Background: an optimization exercise with open tools, aiming at small area. Do not read the settings as production practice. Function was checked by simulation only, so behaviour that the tests miss may differ from the original. Power figures rest on the tool's default switching activity, not on a simulated workload.

Setup of alpha:
// cpu
module cpu(
    input clk,
    input reset,
    input  [46:0] instr,    
    output [9:0]  pc,
    output        dwe,      
    output [4:0]  dwaddr,
    output [31:0] dwdata
);
localparam LOAD = 4'd1, INCR = 4'd2, DECR = 4'd3, CHCKPOL = 4'd4, FINDSTRT = 4'd5,
           JMPF = 4'd6, JMP = 4'd7, CMPR = 4'd8, WRTRES = 4'd9;
wire [4:0] op_in = instr[46:42];
wire       op_ok = ~op_in[4] & ~(op_in[3] & (op_in[2] | op_in[1]));
reg  [3:0]  op1, op2;
reg  [36:0] p1, p2;
always @(posedge clk) begin
    op1 <= (op_ok & ~reset) ? op_in[3:0] : 4'd0;
    op2 <= reset ? 4'd0 : op1;
    p1  <= {instr[36:5], instr[43] ? instr[41:37] : instr[4:0]};
    p2  <= p1;
end
reg  [31:0] mem [0:31];
reg  [31:0] big;             
reg        we3, take3;
reg [4:0]  waddr3;
reg [31:0] data3;
wire [31:0] wd     = data3 & {32{~reset}};
wire        wd_big = (|data3[31:5]) & ~reset;
genvar w;
generate
    for (w = 0; w < 32; w = w + 1) begin : g_mem
        wire en = reset | (we3 & (waddr3 == w));
        always @(posedge clk)
            if (en) begin
  ...
==> flow/config.mk <==
export PLATFORM = sky130hd
export DESIGN_NAME = cpu
export DESIGN_NICKNAME = cpu
export VERILOG_FILES = /design/flow/design.v
export SDC_FILE = /design/flow/constraint.sdc
export NUM_CORES = 4
export LEC_CHECK = 0
export CAP_MARGIN = 20
export CORE_MARGIN = 2
export CORE_UTILIZATION = 60
export CTS_BUF_LIST = sky130_fd_sc_hd__clkbuf_16
export CTS_CLUSTER_DIAMETER = 80
export CTS_CLUSTER_SIZE = 24
export SLEW_MARGIN = 20
export SYNTH_HIERARCHICAL = 1
==> flow/constraint.sdc <==
create_clock -name core_clock -period 8.0 [get_ports {clk}]
set_input_delay 1.6000 -clock core_clock [delete_from_list [all_inputs] [get_ports {clk}]]
set_output_delay 1.6000 -clock core_clock [all_outputs]
set_load 0.01 [all_outputs]
run.sh (not shown) runs the stock make flow with config.mk's settings and CLKGATE_MAP_FILE= SYNTH_SCRIPT=/design/flow/synth_recipe.tcl, a recipe that flattens the netlist after the stock synthesis.
alpha: all stages complete, timing, DRC and antenna checks passed
Input changes introduced in beta (baseline for comparison: alpha):
Settings: a deleted CTS_CLUSTER_DIAMETER that had been 80; a deleted CTS_BUF_LIST that had been sky130_fd_sc_hd__clkbuf_16; a deleted CTS_CLUSTER_SIZE that had been 24.
==> flow/flow/run.sh (new file) <==
#!/bin/bash
# Standard ORFS layout (the standard.sh), with these changes:
#  - CTS with larger sink clusters, clkbuf_16 only, and no dummy loads
#  - port buffers of the smallest buffer cell
set -euo pipefail
CTS_ARGS="-sink_clustering_enable -repair_clock_nets -dont_use_dummy_load -sink_clustering_size 24 -sink_clustering_max_diameter 80 -buf_list sky130_fd_sc_hd__clkbuf_16"
bash standard.sh "CTS_ARGS=$CTS_ARGS" \
  "BUFFER_PORTS_ARGS=-buffer_cell sky130_fd_sc_hd__buf_1" \
  finish > make_finish.log 2>&1
==> flow/standard.sh (new file) <==
#!/bin/bash
# synth_recipe.tcl (not shown) runs the flow's synth.tcl, then flattens the netlist and writes it again
# the make line also repeats each setting of config.mk as NAME=value (left out here)
make -C /OpenROAD-flow-scripts/flow DESIGN_CONFIG=/design/flow/config.mk WORK_HOME=/design/flow/orfs CLKGATE_MAP_FILE= SYNTH_SCRIPT=/design/flow/synth_recipe.tcl "${@:-finish}"
removed: flow/run.sh
==> notes.md <==
Against alpha, beta comes in 1.6 points higher on portion of total power attributed to sequential cells.
In beta relative to alpha, total vias in the final route had gone down slightly.
Measured against each other, beta and alpha differ in ratio of final minimum period to clock period, the higher figure coming from alpha.
Delta (beta minus alpha): cell area after layout went down 890 um2, pin count of the biggest net entering global routing shows a reduction of 5, non-clock buffer count saw a decrease.
Compared with alpha, beta shows worst hold margin higher by 5.3 ps.

---

## JK
Another version of the RTL of cpu (not shown whole).
Size: roughly 2800 cells after synthesis, roughly 48000 µm² of cells after synthesis.
==> flow/config.mk <==
export PLATFORM = sky130hd
export DESIGN_NAME = cpu
export DESIGN_NICKNAME = cpu
export VERILOG_FILES = /design/flow/design.v
export SDC_FILE = /design/flow/constraint.sdc
export NUM_CORES = 4
export LEC_CHECK = 0
export CAP_MARGIN = 5
export CORE_MARGIN = 2
export CORE_UTILIZATION = 70
export SLEW_MARGIN = 5
export SYNTH_HIERARCHICAL = 1
==> flow/constraint.sdc <==
create_clock -name core_clock -period 8.0 [get_ports {clk}]
set_input_delay 1.6000 -clock core_clock [delete_from_list [all_inputs] [get_ports {clk}]]
set_output_delay 1.6000 -clock core_clock [all_outputs]
set_load 0.01 [all_outputs]
standard.sh (not shown) runs the stock make flow with config.mk's settings and CLKGATE_MAP_FILE= SYNTH_SCRIPT=/design/flow/synth_recipe.tcl, a recipe that flattens the netlist after the stock synthesis.
==> flow/flow/run.sh <==
#!/bin/bash
# Standard ORFS layout (the standard.sh), with these changes:
#  - CTS with larger sink clusters, clkbuf_16 only, and no dummy loads
#  - port buffers of the smallest buffer cell
set -euo pipefail
CTS_ARGS="-sink_clustering_enable -repair_clock_nets -dont_use_dummy_load -sink_clustering_size 24 -sink_clustering_max_diameter 80 -buf_list sky130_fd_sc_hd__clkbuf_16"
bash standard.sh "CTS_ARGS=$CTS_ARGS" \
  "BUFFER_PORTS_ARGS=-buffer_cell sky130_fd_sc_hd__buf_1" \
  finish > make_finish.log 2>&1
[inputs] MS vs JK
# JK
export LEC_CHECK = 0
export CAP_MARGIN = 5
export CORE_MARGIN = 2
export CORE_UTILIZATION = 70
export SLEW_MARGIN = 5
export SYNTH_HIERARCHICAL = 1
create_clock -name core_clock -period 8.0 [get_ports {clk}]
# MS
export LEC_CHECK = 0
export CAP_MARGIN = 5
export CORE_MARGIN = 2
export CORE_UTILIZATION = 60
export SLEW_MARGIN = 5
export SYNTH_HIERARCHICAL = 1
create_clock -name core_clock -period 8.0 [get_ports {clk}]
[summary]
- In MS the logic depth of the worst setup path including buffers turned out 1 higher than in JK.
- Going from JK to MS, global-route track usage on met1 lower, setup slack after layout higher, non-clock buffer count lower, multi-input combinational area share roughly the same, number of design-rule violations left by the first detailed-router iteration lower.
- Final area (MS vs. JK) increases slightly
- Diff MS and JK: total routing resource utilization after global routing higher in JK
- Higher routed wire length goes to MS over JK.
What AL does differently from MS at the input level:
# MS
export LEC_CHECK = 0
export CAP_MARGIN = 5
export CORE_MARGIN = 2
export CORE_UTILIZATION = 60
export SLEW_MARGIN = 5
export SYNTH_HIERARCHICAL = 1
create_clock -name core_clock -period 8.0 [get_ports {clk}]
# AL
export LEC_CHECK = 0
export CAP_MARGIN = 0
export CORE_MARGIN = 2
export CORE_UTILIZATION = 70
export SLEW_MARGIN = 0
export SYNTH_HIERARCHICAL = 1
create_clock -name core_clock -period 8.0 [get_ports {clk}]
==> flow/flow/run.sh <==
#!/bin/bash
# Standard ORFS layout (the standard.sh), with these changes:
#  - CTS with larger sink clusters, clkbuf_16 only, and no dummy loads
#  - port buffers of the smallest buffer cell
set -euo pipefail
CTS_ARGS="-sink_clustering_enable -repair_clock_nets -dont_use_dummy_load -sink_clustering_size 30 -sink_clustering_max_diameter 80 -buf_list sky130_fd_sc_hd__clkbuf_16"
bash standard.sh "CTS_ARGS=$CTS_ARGS" \
  "BUFFER_PORTS_ARGS=-buffer_cell sky130_fd_sc_hd__buf_1" \
  finish > make_finish.log 2>&1
Notes after the runs:
Wire length (AL over MS): decrease, 2200 µm. Compared with MS, in AL utilization went up, final-layout worst hold slack has remained practically unchanged, cell count after placement dropped 4.2%.

static timing again, ports no longer ideal:
The results above use ideal ports. As a check the final layouts listed here were re-extracted and re-timed, cells and wires unchanged.
Step 1, drivers: a clkbuf_16 drives clk and a buf_2 each remaining input, both assumed.
Step 2, shift: input delay + t, output delay - t, t = (earliest + latest rising clock arrival at the registers) / 2. This alone moves slack from input paths to output paths.
Three values: no drivers, after step 1, after step 2; two values: the first two.
run | t, ns | setup slack, ns | pins driven straight from the clock port
alpha | 0.746 | 2.450 / 2.450 / 2.450 | 1
beta | 0.717 | 2.593 / 2.593 / 2.593 | 1
JK | 0.746 | 1.947 / 1.947 / 1.947 | 1
MS | 0.740 | 2.278 / 2.277 / 2.277 | 1
AL | 0.715 | 2.110 / 2.110 / 2.110 | 1
After both steps setup and hold are still met in every run listed. For MS, which loses most, drivers alone change the setup slack by -0.001 ns; drivers and shift together by -0.001 ns.
